From an optimization exercise on the open Yosys and OpenROAD flow, aimed at small area and a short achievable clock period; shortcuts taken in it are not production practice. No run shown here included a check of the RTL's function; only the layout flow was run. Power figures rest on the tool's default switching activity, not on a simulated workload.

## flow/run.sh

```bash
#!/bin/bash
# synth_recipe.tcl (not shown) runs the flow's synth.tcl, then flattens the netlist and writes it again
# the make line also repeats each setting of config.mk as NAME=value (left out here)
make -C /OpenROAD-flow-scripts/flow DESIGN_CONFIG=/design/flow/config.mk WORK_HOME=/design/flow/orfs CLKGATE_MAP_FILE= SYNTH_SCRIPT=/design/flow/synth_recipe.tcl finish
```

## flow/config.mk

```make
export PLATFORM = sky130hd
export DESIGN_NAME = agree_core
export DESIGN_NICKNAME = agree_core
export VERILOG_FILES = /design/flow/design.v
export SDC_FILE = /design/flow/constraint.sdc
export NUM_CORES = 4
export LEC_CHECK = 0
export CAP_MARGIN = 20
export CORE_MARGIN = 2
export CORE_UTILIZATION = 25
export PLACE_DENSITY = 0.45
export SLEW_MARGIN = 20
export SYNTH_HIERARCHICAL = 1
```

## flow/constraint.sdc

```tcl
create_clock -name core_clock -period 11.0 [get_ports {clk_i}]
set_input_delay 2.2000 -clock core_clock [delete_from_list [all_inputs] [get_ports {clk_i}]]
set_output_delay 2.2000 -clock core_clock [all_outputs]
set_load 0.01 [all_outputs]
```

## flow/design.v

```verilog
module agree_rf_sel (
    input  logic [30:0] d,
    input  logic [30:0] s,
    output logic        y
);
    assign y = |(d & s);
endmodule
module agree_core (
    input  logic        clk_i,
    input  logic        rst_ni,
    output logic [31:0] imem_addr_o,
    input  logic [31:0] imem_rdata_i,
    output logic [13:0] dmem_addr_o,
    output logic [3:0]  dmem_wren_o,
    output logic [31:0] dmem_wdata_o,
    input  logic [31:0] dmem_rdata_i,
    input  logic [31:0] io_sw_i,
    input  logic [3:0]  io_btn_i,
    output logic [31:0] pc_debug_o,
    output logic        insn_vld_o,
    output logic        wb_wren_o,
    output logic [4:0]  wb_rd_o,
    output logic [31:0] wb_data_o,
    output logic [31:0] io_ledr_o,
    output logic [6:0]  io_hex0_o,
                        io_hex1_o,
                        io_hex2_o,
                        io_hex3_o,
                        io_hex4_o,
                        io_hex5_o,
    output logic [31:0] io_lcd_o
);
    localparam logic [6:0] OP_LUI = 7'b0110111, OP_AUIPC = 7'b0010111, OP_JAL = 7'b1101111,
                           OP_JALR = 7'b1100111, OP_BR = 7'b1100011, OP_LD = 7'b0000011,
                           OP_ST = 7'b0100011, OP_IMM = 7'b0010011, OP_REG = 7'b0110011;
    logic [31:2] pc_f;
    logic        fd_v;
    logic [31:0] fd_ir;
    logic [31:2] fd_pc;
    logic        dx_v, dx_we, dx_ld, dx_br, dx_dwe, dx_iowe, dx_pred;
    logic [4:0]  dx_rd;
    logic [2:0]  dx_f3;
    logic [3:0]  dx_lanes;
    logic        dx_sub, dx_sra;
    logic        dx_s_add, dx_s_slt, dx_s_sltu, dx_s_xor, dx_s_or, dx_s_and, dx_s_sll, dx_s_srl;
    logic [31:0] dx_a, dx_b;
    logic [31:2] dx_alt, dx_pc;
    logic        mw_v, mw_we;
    logic [4:0]  mw_rd;
    logic [31:0] mw_data;
    logic [31:2] mw_pc;
    logic        stall, d_redir, x_redir;
    logic [31:0] x_res;
    logic [31:0] dsum;
    assign imem_addr_o = {pc_f, 2'b00};
    always_ff @(posedge clk_i or negedge rst_ni) begin
        if (!rst_ni) pc_f <= '0;
        else if (x_redir) pc_f <= dx_alt;
        else if (!stall) pc_f <= d_redir ? dsum[31:2] : pc_f + 30'd1;
    end
    always_ff @(posedge clk_i or negedge rst_ni) begin
        if (!rst_ni) fd_v <= 1'b0;
        else if (x_redir || d_redir) fd_v <= 1'b0;
        else if (!stall) fd_v <= 1'b1;
    end
    always_ff @(posedge clk_i) begin
        if (!stall) begin
            fd_ir <= imem_rdata_i;
            fd_pc <= pc_f;
        end
    end
    logic [6:0] op;
    logic [2:0] f3;
    logic [4:0] rs1, rs2, rd;
    logic       f7_zero, f7_alt;
    assign op  = fd_ir[6:0];
    assign f3  = fd_ir[14:12];
    assign rd  = fd_ir[11:7];
    assign rs1 = fd_ir[19:15];
    assign rs2 = fd_ir[24:20];
    assign f7_zero = (fd_ir[31:25] == 7'b0000000);
    assign f7_alt  = (fd_ir[31:25] == 7'b0100000);
    logic i_lui, i_auipc, i_jal, i_jalr, i_br, i_ld, i_st, i_imm, i_reg, i_alu;
    assign i_lui   = (op == OP_LUI);
    assign i_auipc = (op == OP_AUIPC);
    assign i_jal   = (op == OP_JAL);
    assign i_jalr  = (op == OP_JALR);
    assign i_br    = (op == OP_BR);
    assign i_ld    = (op == OP_LD);
    assign i_st    = (op == OP_ST);
    assign i_imm   = (op == OP_IMM);
    assign i_reg   = (op == OP_REG);
    assign i_alu   = i_imm | i_reg;
    logic legal;
    always_comb begin
        legal = i_lui | i_auipc | i_jal | i_jalr | i_br | i_ld | i_st;
        if (i_reg) legal = f7_zero | f7_alt;
        if (i_imm) legal = (f3 == 3'b001) ? f7_zero : (f3 == 3'b101) ? (f7_zero | f7_alt) : 1'b1;
    end
    logic writes;
    assign writes = i_lui | i_auipc | i_jal | i_jalr | i_ld | i_alu;
    logic [31:0] imm;
    always_comb begin
        if (i_st)                 imm = {{20{fd_ir[31]}}, fd_ir[31:25], fd_ir[11:7]};
        else if (i_br)            imm = {{20{fd_ir[31]}}, fd_ir[7], fd_ir[30:25], fd_ir[11:8], 1'b0};
        else if (i_jal)           imm = {{12{fd_ir[31]}}, fd_ir[19:12], fd_ir[20], fd_ir[30:21], 1'b0};
        else if (i_lui | i_auipc) imm = {fd_ir[31:12], 12'b0};
        else                      imm = {{20{fd_ir[31]}}, fd_ir[31:20]};
    end
    logic [31:0] rf_q [1:31];
    logic [31:1] rf_ok, sel1, sel2;
    for (genvar i = 1; i < 32; i++) begin : g_rf
        always_ff @(posedge clk_i) begin
            if (dx_we && dx_rd == i) rf_q[i] <= x_res;
        end
        always_ff @(posedge clk_i or negedge rst_ni) begin
            if (!rst_ni) rf_ok[i] <= 1'b0;
            else if (dx_we && dx_rd == i) rf_ok[i] <= 1'b1;
        end
        assign sel1[i] = rf_ok[i] & (rs1 == i);
        assign sel2[i] = rf_ok[i] & (rs2 == i);
    end
    logic [31:0] rv1, rv2;
    for (genvar b = 0; b < 32; b++) begin : g_rd
        logic [30:0] col;
        for (genvar i = 1; i < 32; i++) begin : g_col
            assign col[i-1] = rf_q[i][b];
        end
        agree_rf_sel u_rd1 (.d(col), .s(sel1), .y(rv1[b]));
        agree_rf_sel u_rd2 (.d(col), .s(sel2), .y(rv2[b]));
    end
    logic hx1, hx2;
    assign hx1 = dx_we & (dx_rd == rs1);
    assign hx2 = dx_we & (dx_rd == rs2);
    logic [31:0] fv1, fv2;
    assign fv1 = hx1 ? x_res : rv1;
    assign fv2 = hx2 ? x_res : rv2;
    logic        use_pc, use_rs1;
    logic [31:0] dop;
    assign use_pc  = i_jal | i_br | i_auipc;
    assign use_rs1 = i_ld | i_st | i_jalr;
    assign dop  = use_pc ? {fd_pc, 2'b00} : use_rs1 ? rv1 : 32'd0;
    assign dsum = dop + imm;
    logic pred;
    assign pred    = i_br & fd_ir[31];
    assign stall   = fd_v & use_rs1 & hx1;
    assign d_redir = fd_v & (i_jal | i_jalr | pred) & ~stall;
    logic go;
    assign go = fd_v & ~stall & ~x_redir;
    logic [3:0] lanes;
    always_comb begin
        case (f3[1:0])
            2'b00:   lanes = 4'b0001 << dsum[1:0];
            2'b01:   lanes = dsum[1] ? 4'b1100 : 4'b0011;
            default: lanes = 4'b1111;
        endcase
    end
    always_ff @(posedge clk_i or negedge rst_ni) begin
        if (!rst_ni) begin
            dx_v <= 1'b0; dx_we <= 1'b0; dx_ld <= 1'b0; dx_br <= 1'b0;
            dx_dwe <= 1'b0; dx_iowe <= 1'b0;
        end else begin
            dx_v    <= go & legal;
            dx_we   <= go & legal & writes & (rd != 5'd0);
            dx_ld   <= go & i_ld;
            dx_br   <= go & i_br;
            dx_dwe  <= go & i_st & (dsum[17:16] == 2'b01);
            dx_iowe <= go & i_st & (dsum[17:16] == 2'b10);
        end
    end
    always_ff @(posedge clk_i) begin
        dx_rd    <= rd;
        dx_f3    <= f3;
        dx_lanes <= lanes;
        dx_pred  <= pred;
        dx_pc    <= fd_pc;
        dx_alt   <= (i_br & ~fd_ir[31]) ? dsum[31:2] : pc_f;
        if (i_alu | i_br)       dx_a <= fv1;
        else if (i_jal | i_jalr) dx_a <= {pc_f, 2'b00};
        else                    dx_a <= dsum;
        if (i_st) begin
            case (f3[1:0])
                2'b00:   dx_b <= {4{fv2[7:0]}};
                2'b01:   dx_b <= {2{fv2[15:0]}};
                default: dx_b <= fv2;
            endcase
        end
        else if (i_reg | i_br) dx_b <= fv2;
        else if (i_imm)        dx_b <= imm;
        else                   dx_b <= 32'd0;
        dx_sub  <= i_br | (i_alu & (f3 == 3'b010 | f3 == 3'b011)) | (i_reg & f3 == 3'b000 & fd_ir[30]);
        dx_sra  <= fd_ir[30];
        dx_s_add  <= ~i_alu | f3 == 3'b000;
        dx_s_slt  <= i_alu & f3 == 3'b010;
        dx_s_sltu <= i_alu & f3 == 3'b011;
        dx_s_xor  <= i_alu & f3 == 3'b100;
        dx_s_or   <= i_alu & f3 == 3'b110;
        dx_s_and  <= i_alu & f3 == 3'b111;
        dx_s_sll  <= i_alu & f3 == 3'b001;
        dx_s_srl  <= i_alu & f3 == 3'b101;
    end
    logic [31:0] a, b;
    assign a = dx_a;
    assign b = dx_b;
    logic [31:0] sum;
    logic        cout;
    assign {cout, sum} = {1'b0, a} + {1'b0, b ^ {32{dx_sub}}} + {32'd0, dx_sub};
    logic lt, ltu, eq;
    assign ltu = ~cout;
    assign lt  = (a[31] ^ b[31]) ? a[31] : sum[31];
    assign eq  = (a == b);
    logic [31:0] sh_in, sh_out, sh_r;
    logic        sh_fill;
    always_comb begin
        for (int i = 0; i < 32; i++) sh_in[i] = dx_s_sll ? a[31-i] : a[i];
    end
    assign sh_fill = dx_sra & a[31] & ~dx_s_sll;
    assign sh_r = $signed({sh_fill, sh_in}) >>> b[4:0];
    always_comb begin
        for (int i = 0; i < 32; i++) sh_out[i] = dx_s_sll ? sh_r[31-i] : sh_r[i];
    end
    logic [31:0] res;
    assign res = ({32{dx_s_add}}  & sum)
               | ({32{dx_s_slt}}  & {31'd0, lt})
               | ({32{dx_s_sltu}} & {31'd0, ltu})
               | ({32{dx_s_xor}}  & (a ^ b))
               | ({32{dx_s_or}}   & (a | b))
               | ({32{dx_s_and}}  & (a & b))
               | ({32{dx_s_sll | dx_s_srl}} & sh_out);
    logic taken;
    always_comb begin
        case (dx_f3)
            3'b000:  taken = eq;
            3'b001:  taken = ~eq;
            3'b100:  taken = lt;
            3'b101:  taken = ~lt;
            3'b110:  taken = ltu;
            3'b111:  taken = ~ltu;
            default: taken = 1'b0;
        endcase
    end
    assign x_redir = dx_br & (taken ^ dx_pred);
    assign dmem_addr_o  = dx_a[15:2];
    assign dmem_wren_o  = dx_lanes & {4{dx_dwe}};
    assign dmem_wdata_o = dx_b;
    logic [31:0] oreg [0:3];
    logic [31:0] sw_q;
    logic [3:0]  btn_q;
    for (genvar w = 0; w < 4; w++) begin : g_oreg
        for (genvar l = 0; l < 4; l++) begin : g_lane
            always_ff @(posedge clk_i or negedge rst_ni) begin
                if (!rst_ni) oreg[w][8*l +: 8] <= 8'd0;
                else if (dx_iowe && dx_lanes[l] && dx_a[3:2] == w) oreg[w][8*l +: 8] <= dx_b[8*l +: 8];
            end
        end
    end
    always_ff @(posedge clk_i) begin
        sw_q  <= io_sw_i;
        btn_q <= io_btn_i;
    end
    assign io_ledr_o = oreg[0];
    assign io_hex0_o = oreg[1][6:0];
    assign io_hex1_o = oreg[1][14:8];
    assign io_hex2_o = oreg[1][22:16];
    assign io_hex3_o = oreg[1][30:24];
    assign io_hex4_o = oreg[2][6:0];
    assign io_hex5_o = oreg[2][14:8];
    assign io_lcd_o  = oreg[3];
    logic [31:0] ld_word, ld_data;
    logic [7:0]  ld_byte;
    logic [15:0] ld_half;
    always_comb begin
        case (dx_a[17:16])
            2'b10:   ld_word = oreg[dx_a[3:2]];
            2'b11:   ld_word = dx_a[2] ? {24'd0, 4'h4, btn_q} : sw_q;
            default: ld_word = dmem_rdata_i;
        endcase
        ld_half = dx_a[1] ? ld_word[31:16] : ld_word[15:0];
        ld_byte = dx_a[0] ? ld_half[15:8] : ld_half[7:0];
        case (dx_f3)
            3'b000:  ld_data = {{24{ld_byte[7]}}, ld_byte};
            3'b001:  ld_data = {{16{ld_half[15]}}, ld_half};
            3'b100:  ld_data = {24'd0, ld_byte};
            3'b101:  ld_data = {16'd0, ld_half};
            default: ld_data = ld_word;
        endcase
    end
    assign x_res = dx_ld ? ld_data : res;
    always_ff @(posedge clk_i or negedge rst_ni) begin
        if (!rst_ni) begin
            mw_v <= 1'b0; mw_we <= 1'b0;
        end else begin
            mw_v  <= dx_v;
            mw_we <= dx_we;
        end
    end
    always_ff @(posedge clk_i) begin
        mw_rd   <= dx_rd;
        mw_pc   <= dx_pc;
        mw_data <= x_res;
    end
    assign insn_vld_o = mw_v;
    assign wb_wren_o  = mw_we;
    assign wb_rd_o    = mw_rd;
    assign wb_data_o  = mw_data;
    assign pc_debug_o = {mw_pc, 2'b00};
endmodule
```

==> results of run 1 <==
cells in the mapped netlist, drive strengths merged (10+ instances only):
master	instances
a22oi	796
o21ai	268
a222oi	65
edfxtp	1054
a31oi	48
dfxtp	250
and2	28
or2	35
inv	113
mux2	104
a22o	94
o211ai	34
nor2b	23
mux2i	65
o22ai	17
a221o	19
o21a	16
nand2	420
a21o	50
nand3	179
dfrtp	198
o31ai	15
nand2b	24
nor4	18
buf	100
nor3	49
o21bai	10
ha	127
xnor2	38
mux4	65
o221ai	10
o2111ai	17
or4	70
a21oi	188
nor2	232
xor2	60
a211oi	42
and3	88
a221oi	99
clkbuf	160
nand4	148
metrics by stage:
stage | instance area, sq um | power (mW)
4_1_cts | 84410 | 14.08
2_1_floorplan | 69580 | 7.217
6_report | 84510 | 13.97
3_3_place_gp | 78650 | 8.159
5_1_grt | 84440 | 14.37
3_5_place_dp | 78670 | 8.164
modules after synthesis, one instance, submodules excluded:
module | times used | flops+latches | area [sq um] | cells inside
agree_rf_sel | 64 | 0 | 153.9 | 20
agree_core | 1 | 1502 | 59720 | 4266
area by class of cell:
type                    count  area share (%)
repair buffers            566           6.097
multi-input cells        3668           31.73
diodes                     37          0.1096
clock inverters            89          0.9964
inverters                 119          0.5315
flip-flops and latches   1502           49.25
clock buffers             230           5.796
well taps                3705           5.486
worst max-delay path by stage:
stage / startpoint / to / slack, ns / cells after the start
global route: fd_ir[16] / dx_a[30] / 3.89 / 20
finish: fd_ir[19] / dx_a[30] / 4.15 / 20
CTS: fd_ir[16] / dx_a[30] / 4.38 / 20
global placement: fd_ir[16] / pc_f[30] / 4.34 / 20
floorplan: fd_ir[18] / pc_f[30] / 5.59 / 20
detailed placement: fd_ir[16] / dx_a[30] / 4.45 / 20
metal layers:
metal | share of wire, % | track usage, % | wire length [um] | vias to the layer above
met5 | 0.042 | 0 | 146 | -
met4 | 6.2 | 13.00 | 21560 | 22
met3 | 9.2 | 5.024 | 32000 | 677
met2 | 44 | 36.41 | 154400 | 3376
met1 | 40 | 31.28 | 141600 | 28864
li1 | - | - | - | 23426
registers in the layout, indices dropped and copies added (netlist names), 3 cells and up:
signal    cells
btn_q         4
dx_a         32
dx_alt       30
dx_b         32
dx_f3         3
dx_lanes      4
dx_pc        30
dx_rd         5
fd_ir        32
fd_pc        30
mw_data      32
mw_pc        30
mw_rd         5
oreg        128
pc_f         30
rf_ok        31
rf_q        992
sw_q         32
cells by family after synthesis:
| group | Yosys count | synth area share [%] |
|---|---|---|
| AO/OA/AOI/OAI | 1858 | 19.79 |
| XOR/XNOR | 98 | 1.234 |
| adder cells (fa/ha/maj) | 129 | 2.342 |
| buffers and inverters | 379 | 2.467 |
| flip-flops | 1502 | 59.81 |
| multiplexers | 234 | 4.822 |
| other | 1 | 0.005390 |
| AND/OR/NAND/NOR | 1345 | 9.528 |
power by group through the flow:
stage               combinational (mW)  clock [mW]  sequential (mW)
floorplan                        0.536           0             6.68
global placement                  1.31           0             6.85
detailed placement                1.31           0             6.85
CTS                               1.32        6.02             6.74
global route                      1.39        6.23             6.75
finish                            1.32        5.91             6.74
==> metrics.md, run 1 <==
| Metric | Value |
|---|---|
| Outcome | no timing/DRC/antenna violations |
| Initial Utilization | 25.14% |
| Worst Clk Skew | 0.1099 ns |
| Hold Slack | 0.3247 ns |
| Final core occ | 30.54% |
| Crit path DAT | 7.57 ns |
| Worst Min Path Start | dx_pc[17] |
| RSZ-0062 raised after global routing | no |
| Crit path max-delay cell type | a311oi_1 |
| LEAKAGE | 29.98 nW |
| IO Count | 361 |
| Most common cell after layout, fill and taps aside | edfxtp_1 |
| Critical Path RT | 11.72 ns |
| Worst slew pin tran | 1.186 ns |
| Async SR Flop Fraction | 13.18% |
| CP Launch Type | flop |
| Multi-input logic area | 26810 sq um |
| Core ar. | 276700 sq um |
| Reg area | 41620 sq um |
| Gpl congestion | 0.9779 |
| First-pass GRT wire length | 470900 um |
| Register area share after synthesis | 59.81% |
| Area grow syn2layout | 21.47% |
| Reg clk slew, reported paths | 0.07 ns |
| Top FF cell, synth | edfxtp_1 |
| Nets@finish | 6268 |
| Total congestion overflow | 0 |
| Via density | 5.684 |
| EDFF count, synth | 1054 |
| Site Rows | 193 |
| Psw | 3.660 mW |
| Synthesized area | 69570 sq um |
| Synth Register Bits | 1502 |
| Clock power share | 42.3% |
| Routed vias | 56365 |
| Cell Pwr Density | 165.3 nW/um^2 |
| Final period util | 62.27% |
| Pin count of the biggest net entering global routing | 91 |
| Crit Path Max Fanout | 26 |
| Flop pwr share | 48.2% |
| Final Hold Vio Count | 0 |
| Vias in the first global route | 53583 |
| CTS resizes | 0 |
| Rel. slew slack | 18.92% |
| Setup TNS | 0 ns |
| Initial DRC count | 7952 |
| Internal power | 10.31 mW |
| Chip width | 531.5 um |
| Synth top area share | 45.49% |
| Worst path cell trace | and3_1 > and3_1 > buf_4 > a22oi_1 > nand4_1 > or4_1 > and2_1 > ha_1 > fa_1 > a211oi_1 > o21ai_0 > nand4b_1 > o211ai_1 > a311oi_1 > o211ai_1 > and3_1 > mux2i_1 > a21oi_1 > a211oi_1 > a211oi_1 |
| FILL cells | 27976 |
| Cell count of the worst reg-to-reg path | 20 |
| Hold EP | mw_pc[17] |
| Clock Sinks | 1502 |
| # Max-Cap Violations | 0 |
| Ys Warns | 9 |
| Final WL | 349700 um |
| Fmax | 0.1460 GHz |
| Worst slack, placed | 4.447 ns |
| FF-to-FF Start | fd_ir[19] |
| Setup ws final | 4.151 ns |
| Layout Cells excl Fill | 9916 |
| Setup Viol. Count Final | 0 |
| Post-route antenna net violation count | 0 |
| Share of cells above drive strength 1 | 13.48% |
| Hold_buf cts | 0 |
| Final slew viol count | 0 |
| Total CTS buffers | 180 |
| Die height | 531.5 um |
| Avg WL per Cell | 35.26 um |
| Max incr delay on CP | 0.73 ns |
| DR pass1 iterations | 9 |
| Most frequent cells in the layout | edfxtp_1, a22oi_1, nand2_1 |
| Yosys top cell by area | edfxtp_1 |
| Die area | 282500 sq um |
| Flop-to-flop setup slack | 4.15 ns |
| Worst-Skew Late Latency | 0.93 ns |
| CTS tree | yes |
| Gr usage total | 23.79% |
| # H-tree levels | 4 |
| Worst Setup End Kind | flop |
| Root Buffer | clkbuf_16 |
| I/O Buffers | 356 |
| Critical path class | reg2reg |
| FF-to-FF End | dx_a[30] |
| DRC | 0 |
| Synth cell types | 90 |
| Max IR drop VDD | 0.1124 mV |
| # Post-CTS Setup Buffers | 0 |
| Main area contributors after synthesis | edfxtp_1, a22oi_1, dfxtp_1 |
| Synth Instances | 5546 |
| DP Wirelength | 240800 um |
| Placed cell count | 9560 |
| Hold Crit Depth | 0 |
| Worst hold path type | reg2reg |
| Worst path top cell family by delay | compound AO/OA/AOI/OAI gates |
| Fin crit period | 6.849 ns |
| Sw Ratio | 26.20% |
| Clk buf depth | 4 |
| WP buf/inv | 1 |
| Combinational share of power | 9.5% |
| Synthesized area per cell | 12.54 sq um |
| Initial antenna violation count | 66 |
==> run 2, diff against run 1 <==
--- a/flow/config.mk
+++ b/flow/config.mk
@@ -9,4 +9,5 @@
 export CORE_MARGIN = 2
-export CORE_UTILIZATION = 25
-export PLACE_DENSITY = 0.45
+export CORE_UTILIZATION = 50
+export PLACE_DENSITY = 0.6
+export SETUP_SLACK_MARGIN = 5
 export SLEW_MARGIN = 20
==> run 2 against run 1 <==
  * Sequential power down 0.9%
  * Wire length down 12%
  * Sequential cell count stayed put
  * Global-route usage is 19 points higher
  * Critical path depth is 2 higher
  * Non-clock buffer count fell by 4
  * Cell area fell by 3.0%
  * Worst hold slack got worse by 0.0024 ns
  * Clock power shrank 4.4%
  * Die area decreased by 50%
  * Cell count decreased by 20%
==> metrics.md, run 2 <==
| Metric | Value |
|---|---|
| Synthesized area per cell | 12.54 sq um (unchanged) |
| CP most frequent cell | buf_4 |
| Top-count cell post-synth | edfxtp_1 (unchanged) |
| Post-route antenna net violation count | 0 (unchanged) |
| Via density | 7.199 (was 5.684) |
| Synth cell types | 90 (unchanged) |
| Total CTS buffers | 159 (was 180) |
| Outcome | no timing/DRC/antenna violations (unchanged) |
| DR pass1 iterations | 9 (unchanged) |
| Worst hold path type | reg2reg (unchanged) |
| Critical Path RT | 11.67 ns (was 11.72 ns) |
| Worst slew pin tran | 1.233 ns (was 1.186 ns) |
| Most common cell after layout, fill and taps aside | edfxtp_1 (unchanged) |
| # Max-Cap Violations | 0 (unchanged) |
| Clk buf depth | 3 (was 4) |
| Crit path max-delay cell type | or4_4 (was a311oi_1) |
| FF-to-FF Start | fd_ir[17] (was fd_ir[19]) |
| Crit Path Max Fanout | 32 (was 26) |
| Critical path class | reg2reg (unchanged) |
| CP Launch Type | flop (unchanged) |
| Worst Clk Skew | 0.04453 ns (was 0.1099 ns) |
| Most frequent cells in the layout | edfxtp_1, a22oi_1, nand2_1 (unchanged) |
| Root Buffer | clkbuf_16 (unchanged) |
| Setup TNS | 0 ns (unchanged) |
| Initial antenna violation count | 41 (was 66) |
| Final period util | 53.57% (was 62.27%) |
| DP Wirelength | 208600 um (was 240800 um) |
| Worst path cell trace | buf_4 > and3b_1 > and3_1 > buf_4 > a22oi_1 > nand4_1 > or4_4 > a22o_1 > ha_1 > a21oi_1 > o21ai_0 > nand4_1 > o211ai_1 > buf_4 > a311oi_2 > buf_4 > o211ai_1 > and3_1 > mux2i_1 > o221ai_1 > a21oi_1 > mux2i_1 (was and3_1 > and3_1 > buf_4 > a22oi_1 > nand4_1 > or4_1 > and2_1 > ha_1 > fa_1 > a211oi_1 > o21ai_0 > nand4b_1 > o211ai_1 > a311oi_1 > o211ai_1 > and3_1 > mux2i_1 > a21oi_1 > a211oi_1 > a211oi_1) |
| Site Rows | 136 (was 193) |
| Final Hold Vio Count | 0 (unchanged) |
| EDFF count, synth | 1054 (unchanged) |
| Worst-Skew Late Latency | 0.82 ns (was 0.93 ns) |
| Hold_buf cts | 0 (unchanged) |
| Core ar. | 137800 sq um (was 276700 sq um) |
| Total power | 13.61 mW (was 13.97 mW) |
| IO Count | 361 (unchanged) |
| Avg WL per Cell | 38.51 um (was 35.26 um) |
| Reg clk slew, reported paths | 0.06 ns (was 0.07 ns) |
| CTS tree | yes (unchanged) |
| Cell Pwr Density | 166.1 nW/um^2 (was 165.3 nW/um^2) |
| Top FF cell, synth | edfxtp_1 (unchanged) |
| Max FFs per register | 992 (unchanged) |
| Chip width | 377.0 um (was 531.5 um) |
| Total congestion overflow | 0 (unchanged) |
| Worst Min Path Start | dx_pc[10] (was dx_pc[17]) |
| Nets@finish | 6243 (was 6268) |
| Final WL | 307300 um (was 349700 um) |
| Synth top area share | 45.49% (unchanged) |
| DRC | 0 (unchanged) |
| Flop-to-flop setup slack | 5.11 ns (was 4.15 ns) |
| Register area share after synthesis | 59.81% (unchanged) |
| Fin crit period | 5.893 ns (was 6.849 ns) |
| Max IR drop VDD | 0.1665 mV (was 0.1124 mV) |
| Setup Viol. Count Final | 0 (unchanged) |
| Die area | 142100 sq um (was 282500 sq um) |
| Cell count of the worst reg-to-reg path | 22 (was 20) |
| Worst Setup End Kind | flop (unchanged) |
| FF-to-FF End | pc_f[30] (was dx_a[30]) |
| Final slew viol count | 0 (unchanged) |
| Main area contributors after synthesis | edfxtp_1, a22oi_1, dfxtp_1 (unchanged) |
| Crit path DAT | 6.57 ns (was 7.57 ns) |
| Max incr delay on CP | 0.76 ns (was 0.73 ns) |
| # H-tree levels | 4 (unchanged) |
| Initial DRC count | 9528 (was 7952) |
| Pin count of the biggest net entering global routing | 109 (was 91) |
| Yosys top cell by area | edfxtp_1 (unchanged) |
| Hold Crit Depth | 0 (unchanged) |
| First-pass GRT wire length | 419600 um (was 470900 um) |
| RSZ-0062 raised after global routing | no (unchanged) |
| Vias in the first global route | 52650 (was 53583) |
| Top reg by flops | rf_q (unchanged) |
| Routed vias | 57440 (was 56365) |
| Top flop regs | rf_q: 992 flops, oreg: 128 flops (unchanged) |
| Share of cells above drive strength 1 | 13.58% (was 13.48%) |
| Fmax | 0.1697 GHz (was 0.1460 GHz) |
| Clock Sinks | 1502 (unchanged) |
| Hold EP | mw_pc[10] (was mw_pc[17]) |
| Rel. slew slack | 17.77% (was 18.92%) |
| Synthesized area | 69570 sq um (unchanged) |
| Synth Instances | 5546 (unchanged) |
| Async SR Flop Fraction | 13.18% (unchanged) |
| Gr usage total | 42.29% (was 23.79%) |
| Synth Register Bits | 1502 (unchanged) |
| LEAKAGE | 29.87 nW (was 29.98 nW) |
| Top post-synthesis cells by count | edfxtp_1, a22oi_1, nand2_1, o21ai_0, dfxtp_1 (unchanged) |
| Ys Warns | 9 (unchanged) |
| Area grow syn2layout | 17.77% (was 21.47%) |
| I/O Buffers | 356 (unchanged) |
| Gpl congestion | 1.050 (was 0.9779) |
| Initial Utilization | 50.47% (was 25.14%) |
| Die height | 377.0 um (was 531.5 um) |
## run 2: how the worst max path moves through the flow
stage,startpoint,to,depth (start not counted)
after detailed placement,fd_ir[16],pc_f[30],20
after global placement,fd_ir[16],pc_f[30],20
after CTS,fd_ir[16],pc_f[30],19
after floorplan,fd_ir[18],pc_f[30],20
after global routing,fd_ir[16],pc_f[30],22
final,fd_ir[17],pc_f[30],22
## run 2: layer usage
layer  track usage (%)  share of wire, %  vias to the layer above
met5             1.338             0.076                        -
met4             21.88               6.2                       22
met3             15.81                15                      826
met2             58.43                41                     4491
met1             57.74                38                    28712
li1                  -                 -                    23389
## run 2: layout make-up
| cell class | instances | area [sq um] |
|---|---|---|
| Timing Repair Buffer | 562 | 5147 |
| Inverter | 119 | 447.9 |
| Tap cell | 1794 | 2245 |
| Fill cell | 11167 | 55900 |
| Clock buffer | 212 | 4353 |
| Clock inverter | 84 | 1121 |
| Antenna cell | 38 | 95.09 |
| Multi-Input combinational cell | 3668 | 26900 |
| Sequential cell | 1502 | 41620 |
## run 2: kinds of logic after synthesis
kind of cell,after synthesis,share of synthesized area [%]
AOI/OAI and AO/OA,1858,19.79
DFF,1502,59.81
and+or+nand+nor,1345,9.528
buffers and inverters,379,2.467
muxes,234,4.822
adders and majority gates,129,2.342
xor gates and xnor gates,98,1.234
other,1,0.005390
## run 2: repair_timing
action	4_1_cts	5_1_grt
pin swaps	3	8
endpoints found under the hold margin	0	0
buffers inserted	1	11
endpoints found under the setup margin	22	32
resized for setup	14	20
## run 2: stage by stage
stage	setup slack (ns)	instance area (sq um)	utilization, %	instances	hold WS, ns
after global placement	4.425	76100	55.21	7629	0.3098
after global routing	5.002	81870	59.40	7956	0.3317
final	5.107	81930	59.44	7979	0.3224
after floorplan	5.590	69580	-	5549	0.3096
after detailed placement	4.419	76130	55.24	7631	0.3121
after CTS	4.993	81670	59.26	7928	0.3254
## run 2: critical path: cells and delay by family (launching register included)
family	cells	cell delay, ns
multiplexers	2	0.34
buffers and inverters	4	0.83
AO/OA/AOI/OAI	9	1.55
adder cells (fa/ha/maj)	1	0.35
AND/OR/NAND/NOR	6	2.24
flip-flops	1	0.38
## run 2: modules after synthesis, one instance, submodules excluded
module | flip-flops and latches | cells | times used | cell area, sq um
agree_rf_sel | 0 | 20 | 64 | 153.9
agree_core | 1502 | 4266 | 1 | 59720
## run 2: report_power, final
| part | switching, mW | internal [mW] |
|---|---|---|
| registers | 0.277 | 6.40 |
| clock network | 2.36 | 3.28 |
| logic | 0.805 | 0.479 |
| total | 3.45 | 10.2 |
==> run 3, diff against run 2 <==
--- a/flow/design.v
+++ b/flow/design.v
@@ -37,3 +37,3 @@
     logic        fd_v;
-    logic [31:0] fd_ir;
+    logic [31:0] fd_ir, fd_rv1;
     logic [31:2] fd_pc;
@@ -65,6 +65,10 @@
     end
+    logic [31:0] rv1_f, rv1;
     always_ff @(posedge clk_i) begin
         if (!stall) begin
-            fd_ir <= imem_rdata_i;
-            fd_pc <= pc_f;
+            fd_ir  <= imem_rdata_i;
+            fd_pc  <= pc_f;
+            fd_rv1 <= rv1_f;
+        end else begin
+            fd_rv1 <= rv1;
         end
@@ -111,2 +115,4 @@
     logic [31:1] rf_ok, sel1, sel2;
+    logic [4:0]  rs1_f;
+    assign rs1_f = imem_rdata_i[19:15];
     for (genvar i = 1; i < 32; i++) begin : g_rf
@@ -119,6 +125,6 @@
         end
-        assign sel1[i] = rf_ok[i] & (rs1 == i);
+        assign sel1[i] = rf_ok[i] & (rs1_f == i);
         assign sel2[i] = rf_ok[i] & (rs2 == i);
     end
-    logic [31:0] rv1, rv2;
+    logic [31:0] rv2;
     for (genvar b = 0; b < 32; b++) begin : g_rd
@@ -128,6 +134,8 @@
         end
-        agree_rf_sel u_rd1 (.d(col), .s(sel1), .y(rv1[b]));
+        agree_rf_sel u_rd1 (.d(col), .s(sel1), .y(rv1_f[b]));
         agree_rf_sel u_rd2 (.d(col), .s(sel2), .y(rv2[b]));
     end
-    logic hx1, hx2;
+    logic hx1, hx2, hw1;
+    assign hw1 = mw_we & (mw_rd == rs1);
+    assign rv1 = hw1 ? mw_data : fd_rv1;
     assign hx1 = dx_we & (dx_rd == rs1);
==> run 3 against run 2 <==
  * Clock-buffer cell count rose by 9
  * Wire length rose by 4.5%
  * Worst hold slack got worse by 0.015 ns
  * First-iteration DRC count fell by 4.0%
  * Critical path depth fell by 6
  * Sequential power rose by 2%
==> metrics.md, run 3 <==
| Metric | Value |
|---|---|
| Outcome | no timing/DRC/antenna violations (unchanged) |
| EDFF count, synth | 1054 (unchanged) |
| Gr usage total | 43.05% (was 42.29%) |
| Synth Register Bits | 1534 (was 1502) |
| I/O Buffers | 356 (unchanged) |
| LEAKAGE | 30.35 nW (was 29.87 nW) |
| DRC | 0 (unchanged) |
| FF-to-FF End | pc_f[29] (was pc_f[30]) |
| Rel. slew slack | 18.06% (was 17.77%) |
| DR pass1 iterations | 9 (unchanged) |
| Worst Min Path Start | dx_pc[20] (was dx_pc[10]) |
| Yosys top cell by area | edfxtp_1 (unchanged) |
| Critical Path RT | 11.71 ns (was 11.67 ns) |
| Max incr delay on CP | 0.68 ns (was 0.76 ns) |
| Core ar. | 141600 sq um (was 137800 sq um) |
| Die area | 145600 sq um (was 142100 sq um) |
| Synthesized area | 71290 sq um (was 69570 sq um) |
| Setup ws final | 5.348 ns (was 5.107 ns) |
| Total congestion overflow | 0 (unchanged) |
| Root Buffer | clkbuf_16 (unchanged) |
| Via density | 7.155 (was 7.199) |
| Ys Warns | 9 (unchanged) |
| Worst path top cell family by delay | compound AO/OA/AOI/OAI gates (was simple AND/OR/NAND/NOR gates) |
| Crit path max-delay cell type | mux2i_2 (was or4_4) |
| Worst-Skew Late Latency | 0.84 ns (was 0.82 ns) |
| Avg WL per Cell | 38.84 um (was 38.51 um) |
| Hold Crit Depth | 0 (unchanged) |
| Crit path DAT | 6.36 ns (was 6.57 ns) |
| Top-count cell post-synth | edfxtp_1 (unchanged) |
| # Max-Cap Violations | 0 (unchanged) |
| CP Launch Type | flop (unchanged) |
| Post-route antenna net violation count | 0 (unchanged) |
| Most common cell after layout, fill and taps aside | edfxtp_1 (unchanged) |
| Initial DRC count | 9151 (was 9528) |
| Top post-synthesis cells by count | edfxtp_1, a22oi_1, nand2_1, o21ai_0, dfxtp_1 (unchanged) |
| Worst path cell trace | xor2_1 > nor4_1 > and3_2 > buf_6 > mux2i_2 > o21ai_0 > ha_1 > a21oi_1 > nor4_1 > o2111ai_1 > o211ai_1 > o31a_1 > or4b_2 > o311ai_0 > o221ai_1 > mux2i_1 (was buf_4 > and3b_1 > and3_1 > buf_4 > a22oi_1 > nand4_1 > or4_4 > a22o_1 > ha_1 > a21oi_1 > o21ai_0 > nand4_1 > o211ai_1 > buf_4 > a311oi_2 > buf_4 > o211ai_1 > and3_1 > mux2i_1 > o221ai_1 > a21oi_1 > mux2i_1) |
| Final non-filler cell area | 83580 sq um (was 81930 sq um) |
| Register area share after synthesis | 59.27% (was 59.81%) |
| Final WL | 321100 um (was 307300 um) |
| Final core occ | 59.03% (was 59.44%) |
| Cell count of the worst reg-to-reg path | 16 (was 22) |
| Area of placed instances | 77920 sq um (was 76130 sq um) |
| Hold_buf cts | 0 (unchanged) |
| Reg clk slew, reported paths | 0.07 ns (was 0.06 ns) |
| First-pass GRT wire length | 438900 um (was 419600 um) |
| Synth cell types | 84 (was 90) |
| Site Rows | 138 (was 136) |
| Gpl congestion | 1.072 (was 1.050) |
| Total CTS buffers | 163 (was 159) |
| Final period util | 51.39% (was 53.57%) |
| Worst hold path type | reg2reg (unchanged) |
| CP most frequent cell | nor4_1 (was buf_4) |
| Flop-to-flop setup slack | 5.35 ns (was 5.11 ns) |
| Setup TNS | 0 ns (unchanged) |
| WP buf/inv | 1 (was 4) |
| Max IR drop VDD | 0.1707 mV (was 0.1665 mV) |
| # H-tree levels | 4 (unchanged) |
| Worst Setup SP | fd_ir[16] (was fd_ir[17]) |
| Die height | 381.6 um (was 377.0 um) |
| Vias in the first global route | 54953 (was 52650) |
| Nets@finish | 6435 (was 6243) |
| Initial Utilization | 50.35% (was 50.47%) |
| Synthesized area per cell | 12.35 sq um (was 12.54 sq um) |
| Chip width | 381.6 um (was 377.0 um) |
| Worst slew pin tran | 1.229 ns (was 1.233 ns) |
| Worst Clk Skew | 0.08995 ns (was 0.04453 ns) |
| Setup Viol. Count Final | 0 (unchanged) |
| DP Wirelength | 211900 um (was 208600 um) |
| CTS tree | yes (unchanged) |
| Main area contributors after synthesis | edfxtp_1, a22oi_1, dfxtp_1 (unchanged) |
| Top reg by flops | rf_q (unchanged) |
| Top FF cell, synth | edfxtp_1 (unchanged) |
| RSZ-0062 raised after global routing | yes (was no) |
| Final Hold Vio Count | 0 (unchanged) |
| IO Count | 361 (unchanged) |
| Clk buf depth | 3 (unchanged) |
| Synth top area share | 44.40% (was 45.49%) |
| Final slew viol count | 0 (unchanged) |
| Pin count of the biggest net entering global routing | 83 (was 109) |
| Max FFs per register | 992 (unchanged) |
| FF-to-FF Start | fd_ir[16] (was fd_ir[17]) |
| Hold EP | mw_pc[20] (was mw_pc[10]) |
| Hold Slack | 0.3070 ns (was 0.3224 ns) |
| Initial antenna violation count | 40 (was 41) |
| Top flop regs | rf_q: 992 flops, oreg: 128 flops (unchanged) |
| # Post-CTS Setup Buffers | 0 (was 1) |
| Share of cells above drive strength 1 | 12.69% (was 13.58%) |
| Fin crit period | 5.652 ns (was 5.893 ns) |
| Cell Pwr Density | 163.8 nW/um^2 (was 166.1 nW/um^2) |
| Crit Path Max Fanout | 32 (unchanged) |
| Synth Instances | 5771 (was 5546) |
| Critical path class | reg2reg (unchanged) |
| Worst slack, placed | 4.881 ns (was 4.419 ns) |
| Most frequent cells in the layout | edfxtp_1, a22oi_1, nand2_1 (unchanged) |
| Fmax | 0.1769 GHz (was 0.1697 GHz) |
| Area grow syn2layout | 17.25% (was 17.77%) |
| Clock Sinks | 1534 (was 1502) |
| Worst Setup End Kind | flop (unchanged) |
| Async SR Flop Fraction | 12.91% (was 13.18%) |
| Routed vias | 59146 (was 57440) |
run 3: what timing repair did:
item,4_1_cts,5_1_grt
pin swaps,0,0
endpoints found under the setup margin,7,7
resized for setup,3,3
hold endpoints to repair,0,0
run 3: power by group:
| group | switching, mW | leakage [nW] | internal [mW] |
|---|---|---|---|
| Combinational | 0.771 | 13.1 | 0.490 |
| Sequential | 0.307 | 14.6 | 6.52 |
| Clock | 2.44 | 2.65 | 3.17 |
| Total | 3.51 | 30.3 | 10.2 |
run 3: cell families after synthesis:
group	Yosys count	share of synthesized area, %
adders and majority gates	129	2.285
AOI/OAI and AO/OA	1944	19.90
muxes	282	5.290
other	1	0.005261
buffers and inverters	388	2.399
DFF	1534	59.27
xor gates and xnor gates	96	1.179
and+or+nand+nor	1397	9.668
run 3: worst max path at each step:
stage               end  slack, ns  cells past startpoint
2_1_floorplan   dx_b[8]       5.23                      8
3_3_place_gp   pc_f[30]       4.89                     17
3_5_place_dp   pc_f[30]       4.88                     17
4_1_cts        pc_f[29]       5.17                     17
5_1_grt        pc_f[29]       4.99                     17
6_report       pc_f[29]       5.35                     16
run 3: per-module statistics from Yosys, one instance, submodules excluded:
module / flip-flops and latches / cell area [sq um] / cells inside / copies in the design
agree_core: 1534 / 61440 / 4491 / 1
agree_rf_sel: 0 / 153.9 / 20 / 64
run 3: per-stage QoR:
step	cells	total power [mW]
after floorplan	5774	7.350
after global placement	7924	8.147
after detailed placement	7926	8.156
after CTS	8229	13.68
after global routing	8253	14.03
final	8266	13.69
run 3: layout make-up:
| class | instances | area, sq um |
|---|---|---|
| fillers | 11598 | 58000 |
| flip-flops and latches | 1534 | 42260 |
| multi-input cells | 3852 | 27950 |
| repair buffers | 545 | 5034 |
| clock buffers | 221 | 4526 |
| well taps | 1890 | 2365 |
| clock inverters | 82 | 954.7 |
| inverters | 108 | 405.4 |
| diodes | 34 | 85.08 |
run 3: per-layer routing:
metal	vias to the layer above	global-route usage [%]	part of all wire [%]
met2	4563	63.70	44
met5	-	0.1653	0.061
met3	1034	11.68	12
met1	29388	54.33	35
met4	30	31.66	8.9
li1	24131	-	-
run 3: worst reg2reg max path, cell delays in order, from the launching register on:
cell       delay, ns
edfxtp_1        0.46
xor2_1          0.20
nor4_1          0.28
and3_2          0.24
buf_6           0.39
mux2i_2         0.69
o21ai_0         0.19
ha_1            0.37
a21oi_1         0.41
nor4_1          0.15
o2111ai_1       0.32
o211ai_1        0.27
o31a_1          0.34
or4b_2          0.60
o311ai_0        0.23
o221ai_1        0.23
mux2i_1         0.16

==> afterwards: timing with drivers on the ports <==
Ports are ideal in the flow. The routed layouts listed here were re-timed in OpenROAD.
Step 1 assumes that a clkbuf_16 drives the clock port and a buf_2 every other input.
Step 2 also shifts input and output timing later by t, the mid clock arrival at the registers, as if the neighbouring blocks saw the same clock.
Slacks: ideal ports / drivers / drivers and shift; pairs: ideal ports / drivers.
run | t (ns) | setup slack, ns | hold WS [ns] | cell pins on the clock port's net
run 1 | 0.959 | 4.151 / 4.151 / 4.151 | 0.325 / 0.325 / 0.325 | 1
run 2 | 0.889 | 5.107 / 5.107 / 5.107 | 0.322 / 0.322 / 0.322 | 1
run 3 | 0.871 | 5.348 / 5.348 / 4.732 | 0.307 / 0.307 / 0.307 | 1
After both steps setup and hold are still met in every run listed. For run 3, which loses most, drivers alone change the setup slack by 0.000 ns; drivers and shift together by -0.616 ns.
